This design comes from an exercise in tuning for small area on the open sky130 flow, not from production work.
The RTL was checked by simulation tests, not by an equivalence proof against the original design.
The clock port is modelled as an ideal driver, which makes a skipped or thinned clock tree look cheaper than it is; a real chip needs a root buffer or a tree.
Power is estimated from default activity; no workload was simulated.

== run B ==
// ClockTest
module ClockTest(
	input clk,
	input rst,
	input btn,
	output [6:0] seg,
	output [3:0] an,
	output buttons_pressed,
	output buttons_released
);
==> flow/config.mk <==
export PLATFORM = sky130hd
export DESIGN_NAME = ClockTest
export DESIGN_NICKNAME = ClockTest
export VERILOG_FILES = /design/flow/design.v
export SDC_FILE = /design/flow/constraint.sdc
export NUM_CORES = 4
export LEC_CHECK = 0
export CAP_MARGIN = 20
export CORE_MARGIN = 2
export CORE_UTILIZATION = 40
export SLEW_MARGIN = 20
==> flow/constraint.sdc <==
create_clock -name core_clock -period 50.0 [get_ports {clk}]
set_input_delay 10.0000 -clock core_clock [delete_from_list [all_inputs] [get_ports {clk}]]
set_output_delay 10.0000 -clock core_clock [all_outputs]
set_load 0.01 [all_outputs]
standard.sh (not shown) runs the stock make flow with config.mk's settings and CLKGATE_MAP_FILE= SYNTH_SCRIPT=/design/flow/synth_recipe.tcl, a recipe that flattens the netlist after the stock synthesis.
==> flow/flow/run.sh <==
#!/bin/bash
# The standard layout (standard.sh), with these changes to how the layout
# is built:
#  - the standard synthesis runs unchanged first; then the design is
#    synthesized again for area (rtlsynth.tcl: same passes skipped, flattened
#    and renamed the same way, but its own ABC scripts and no adder cells),
#    and the smallest of a few ABC scripts' netlists replaces the standard
#    one, once regnames.py has checked that its flip-flops are the standard
#    synthesis's (same registers, same cell types) and given them the standard
#    names.  If that check fails, the standard netlist is kept;
#  - port buffers are the smallest buffer cell, buf_1 (every input and output
#    port still gets its own buffer);
#  - the clock tree is built by clock_tree.tcl in place of
#    clock_tree_synthesis: four clock buffers, each driving the flip-flops of
#    one quarter of the layout, driven by the clock port.
# Each tool's full output goes to a log file of its own in this folder.
set -euo pipefail
here=$(pwd)
res=$here/orfs/results/$FLOW_PLATFORM/ClockTest/base
lib=$FLOW_HOME/platforms/$FLOW_PLATFORM/lib/sky130_fd_sc_hd__tt_025C_1v80.lib
yosys=$FLOW_HOME/../tools/install/yosys/bin/yosys
export BUFFER_PORTS_ARGS="-buffer_cell sky130_fd_sc_hd__buf_1"
export PRE_CTS_TCL=$here/flow/clock_tree.tcl

bash standard.sh synth > log_1_standard_synth.log 2>&1
cp $res/1_2_yosys.v $here/standard_synth.v

# the platform's DONT_USE_CELLS
args=""
for c in $(cat flow/dont_use.txt); do args="$args -dont_use $c"; done
for batch in "1 2 3 4" "5 6 7 8" "9 10 11 12"; do
  for k in $batch; do
    LIB_FILE=$lib DESIGN_V=$FLOW_DESIGN OUT_V=$here/synth_$k.v TOP=$FLOW_TOP \
      ABC_SCRIPT=$here/flow/abc_$k.abc DONT_USE_ARGS="$args" \
      $yosys -c flow/rtlsynth.tcl > log_2_synth_$k.log 2>&1 &
  done
  wait || true
done

best=""
best_area=""
for k in 1 2 3 4 5 6 7 8 9 10 11 12; do
  if python3 flow/regnames.py $here/standard_synth.v $here/synth_$k.v $here/synth_${k}_named.v > log_3_regnames_$k.log 2>&1; then
    a=$(sed -n "s/.*Chip area for module.*: //p" $here/synth_$k.v.stat | tail -1)
    echo "script $k: area $a" >> log_3_choice.log
    if [[ -n "$a" ]] && { [[ -z "$best_area" ]] || python3 -c "import sys; sys.exit(0 if $a < $best_area else 1)"; }; then
      best=$k; best_area=$a
    fi
  fi
done
if [[ -n "$best" ]]; then
  echo "using script $best" >> log_3_choice.log
  cp $here/synth_${best}_named.v $res/1_2_yosys.v
  rm -f $res/1_synth.odb $res/1_synth.sdc
else
  echo "keeping the standard netlist" >> log_3_choice.log
fi
bash standard.sh finish > log_4_standard_finish.log 2>&1
==> flow/flow/abc_1.abc <==
&get -n
&st
&synch2
&dc2
&deepsyn -T 30 -S 1
&st
&dch -f
&nf -a -p -C 32 -F 8 -A 8 -R 1000 -E 100
&put
strash
dch -f
amap
==> flow/flow/abc_10.abc <==
&get -n
&st
&synch2
&dc2
&deepsyn -T 30 -S 6
&st
&dch -f
&nf -a -p -C 32 -F 8 -A 8 -R 1000 -E 100
&put
strash
dch -f
amap
==> flow/flow/abc_11.abc <==
&get -n
&st
&synch2
&dc2
&deepsyn -T 30 -S 7
&st
&dch -f
&nf -a -p -C 32 -F 8 -A 8 -R 1000 -E 100
&put
strash
dch -f
amap
==> flow/flow/abc_12.abc <==
&get -n
&st
&synch2
&dc2
&deepsyn -T 30 -S 8
&st
&dch -f
&nf -a -p -C 32 -F 8 -A 8 -R 1000 -E 100
&put
strash
dch -f
amap
==> flow/flow/abc_2.abc <==
&get -n
&st
&synch2
&dc2
&deepsyn -T 30 -S 2
&st
&dch -f
&nf -a -p -C 32 -F 8 -A 8 -R 1000 -E 100
&put
strash
dch -f
amap
==> flow/flow/abc_3.abc <==
&get -n
&st
&synch2
&dc2
&deepsyn -T 30 -S 3
&st
&dch -f
&nf -a -p -C 32 -F 8 -A 8 -R 1000 -E 100
&put
strash
dch -f
amap
==> flow/flow/abc_4.abc <==
&get -n
&st
&synch2
&dc2
&deepsyn -T 30 -S 1
&put
strash
dch -f
amap
==> flow/flow/abc_5.abc <==
&get -n
&st
&synch2
&dc2
&deepsyn -T 30 -S 1
&st
&dch -f
&nf -a -p -C 32 -F 8 -A 8 -R 1000 -E 100
&put
strash
dch -f
amap
strash
dch -f
amap
==> flow/flow/abc_6.abc <==
&get -n
&st
&synch2
&dc2
&deepsyn -T 30 -S 1
&st
&dch -f
&nf -a -p -C 32 -F 8 -A 8 -R 1000
&put
==> flow/flow/abc_7.abc <==
&get -n
&st
&synch2
&dc2
&deepsyn -T 30
&st
&dch -f
&nf -a -R 1000
&put
==> flow/flow/abc_8.abc <==
&get -n
&st
&synch2
&dc2
&deepsyn -T 60 -S 4
&st
&dch -f
&nf -a -p -C 32 -F 8 -A 8 -R 1000 -E 100
&put
strash
dch -f
amap
==> flow/flow/abc_9.abc <==
&get -n
&st
&synch2
&dc2
&deepsyn -T 30 -S 5
&st
&dch -f
&nf -a -p -C 32 -F 8 -A 8 -R 1000 -E 100
&put
strash
dch -f
amap
==> flow/flow/regnames.py <==
# Give the flip-flops of a netlist the instance names the standard synthesis gave the
# same registers, pairing them by the net on their Q pin, and check that both netlists
# have the same registers in the same cell types.
# usage: regnames.py standard.v mine.v out.v ; exits 1 if they cannot be paired.
import re, sys

INST = re.compile(r'^\s*(sky130_fd_sc_hd__df\w+)\s+(\\\S+|\S+)\s*\((.*?)\);', re.M | re.S)
PIN = re.compile(r'\.(\w+)\s*\(\s*(\\\S+\s|[^()\s]+(?:\s*\[\s*\d+\s*\])?)\s*\)')

def flops(text):
    out = {}
    for m in INST.finditer(text):
        pins = {p: re.sub(r'[\\\s]', '', n) for p, n in PIN.findall(m.group(3))}
        out[m.group(2)] = (m.group(1), pins.get('Q'), m.start(2), m.end(2))
    return out

std = open(sys.argv[1]).read()
mine = open(sys.argv[2]).read()
fs, fm = flops(std), flops(mine)
by_q = {}
for name, (cell, q, _, _) in fs.items():
    if q is None or q in by_q:
        sys.exit(f"standard netlist: flip-flop {name} has no unique Q net")
    by_q[q] = (name, cell)
if len(fs) != len(fm):
    sys.exit(f"{len(fs)} flip-flops in the standard netlist, {len(fm)} in the new one")
edits = []
used = set()
for name, (cell, q, a, b) in fm.items():
    if q not in by_q:
        sys.exit(f"new netlist: flip-flop {name} drives {q}, which no standard flip-flop drives")
    sname, scell = by_q[q]
    if scell != cell:
        sys.exit(f"register {q}: cell {cell}, standard synthesis has {scell}")
    used.add(sname)
    edits.append((a, b, sname))
if len(used) != len(fs):
    sys.exit("registers do not pair one to one")
# Other instances of the new netlist may already carry a name the standard
# synthesis gave a flip-flop (both use Yosys's _NNN_ names); rename those first.
ANY = re.compile(r'^(\s*sky130_fd_sc_hd__\w+\s+)(\\\S+|\S+)(\s*\()', re.M)
taken = {m.group(2) for m in ANY.finditer(mine)}
wanted = {sname for _, _, sname in edits}
flop_spans = {(a, b) for a, b, _ in edits}
renames = []
k = 0
for m in ANY.finditer(mine):
    if m.group(2) in wanted and (m.start(2), m.end(2)) not in flop_spans:
        while f"_comb{k}_" in taken:
            k += 1
        renames.append((m.start(2), m.end(2), f"_comb{k}_"))
        taken.add(f"_comb{k}_")
for a, b, name in sorted(edits + renames, reverse=True):
    mine = mine[:a] + name + ' ' + mine[b:]
open(sys.argv[3], 'w').write(mine)
print(f"paired {len(edits)} flip-flops, renamed {len(renames)} other instances")
Other scripts of this flow, unchanged in this note and not shown: flow/flow/clock_tree.tcl, flow/flow/dont_use.txt, flow/flow/rtlsynth.tcl
Run B has completed all stages; timing, DRC and antenna checks passed.
--- input diff run B..run D ---
diff --git a/flow/flow/run.sh b/flow/flow/run.sh
--- a/flow/flow/run.sh
+++ b/flow/flow/run.sh
@@ -31 +31 @@
-for batch in "1 2 3 4" "5 6 7 8" "9 10 11 12"; do
+for batch in "1 2 3 4" "5 6 7 8"; do
@@ -42 +42 @@
-for k in 1 2 3 4 5 6 7 8 9 10 11 12; do
+for k in 1 2 3 4 5 6 7 8; do
==> flow/flow/abc_1.abc <==
&get -n
&deepsyn -T 30
&st
&dch -f
&nf -a -R 1000
&put
==> flow/flow/abc_2.abc <==
&get -n
&st
&synch2
&dc2
&deepsyn -T 30
&st
&dch -f
&nf -a -R 1000
&put
==> flow/flow/abc_3.abc <==
&get -n
&deepsyn -T 120
&st
&dch -f
&nf -a -R 1000
&put
==> flow/flow/abc_4.abc <==
&get -n
&deepsyn -T 30 -S 2
&st
&dch -f
&nf -a -R 1000
&put
==> flow/flow/abc_5.abc <==
&get -n
&deepsyn -T 30 -S 3
&st
&dch -f
&nf -a -R 1000
&put
==> flow/flow/abc_6.abc <==
&get -n
&st
&synch2
&dc2
&deepsyn -T 30
&st
&dch -f
&nf -a -p -C 32 -F 8 -A 8 -R 1000
&put
==> flow/flow/abc_7.abc <==
&get -n
&st
&synch2
&dc2
&deepsyn -T 30 -S 1
&st
&dch -f
&nf -a -p -C 32 -F 8 -A 8 -R 1000
&put
==> flow/flow/abc_8.abc <==
&get -n
&st
&synch2
&dc2
&deepsyn -T 90 -S 5
&st
&dch -f
&nf -a -R 1000
&put
diff --git a/flow/flow/regnames.py b/flow/flow/regnames.py
--- a/flow/flow/regnames.py
+++ b/flow/flow/regnames.py
@@ -39,16 +39,3 @@
-# Other instances of the new netlist may already carry a name the standard
-# synthesis gave a flip-flop (both use Yosys's _NNN_ names); rename those first.
-ANY = re.compile(r'^(\s*sky130_fd_sc_hd__\w+\s+)(\\\S+|\S+)(\s*\()', re.M)
-taken = {m.group(2) for m in ANY.finditer(mine)}
-wanted = {sname for _, _, sname in edits}
-flop_spans = {(a, b) for a, b, _ in edits}
-renames = []
-k = 0
-for m in ANY.finditer(mine):
-    if m.group(2) in wanted and (m.start(2), m.end(2)) not in flop_spans:
-        while f"_comb{k}_" in taken:
-            k += 1
-        renames.append((m.start(2), m.end(2), f"_comb{k}_"))
-        taken.add(f"_comb{k}_")
-for a, b, name in sorted(edits + renames, reverse=True):
-    mine = mine[:a] + name + ' ' + mine[b:]
+existing = set(re.findall(r'^\s*\w+\s+(\\\S+|\S+)\s*\(', mine, re.M))
+for a, b, sname in sorted(edits, reverse=True):
+    mine = mine[:a] + sname + ' ' + mine[b:]
@@ -56 +43 @@
-print(f"paired {len(edits)} flip-flops, renamed {len(renames)} other instances")
+print(f"paired {len(edits)} flip-flops")
removed: flow/flow/abc_10.abc
removed: flow/flow/abc_11.abc
removed: flow/flow/abc_12.abc
removed: flow/flow/abc_9.abc
Findings:
- Looking at the reports, run D completed the entire flow and the layout it produced met the timing, DRC and antenna checks.
- Run B and run D ended up with nearly the same clock latency on the worst-skew pair.
- Summary of the comparison: fraction of standard cell area that is sequential is lower in run D, relative to run B.
- In the final design statistics, run D uses fewer standard cells in total than run B.
- Taking run D as 1.0, run B lands at 1.09 on final-stage net count.
- Taking run B as the reference, in run D core region area picked up an extra 29 um2, depth of the most critical reg-to-reg path dropped 2, via count -63, number of maximum-capacitance violations now sits at about the same level.
- Run D vs run B — combinational power climbed by a little under 10%
- Going from run B to run D, total power grew by a few percent.
- The run showing the greater post-route standard cell area excluding fillers is run D.
In every run of this note, the design's own scripts or RTL, not TritonCTS, make the clock network.

[separate check: timing with driven ports]
How much do the figures lean on ideal ports? The routed layouts below were timed once more, with nothing changed but the port constraints.
Step 1: set_driving_cell puts a clkbuf_16 on clk and a buf_2 on each other input, an assumption about the parent block.
Step 2, shift: input delay + t, output delay - t, t = (earliest + latest rising clock arrival at the registers) / 2. This alone moves slack from input paths to output paths.
Three values: ideal ports, drivers, drivers and shift; two values: the first two.
| run | shift t [ns] | slack for setup (ns) | cell pins on the clock port's net |
|---|---|---|---|
| run B | 0.209 | 37.290 / 37.248 / 37.457 | 4 |
| run D | 0.207 | 37.558 / 37.515 / 37.722 | 4 |
After both steps setup and hold are still met in every run listed.
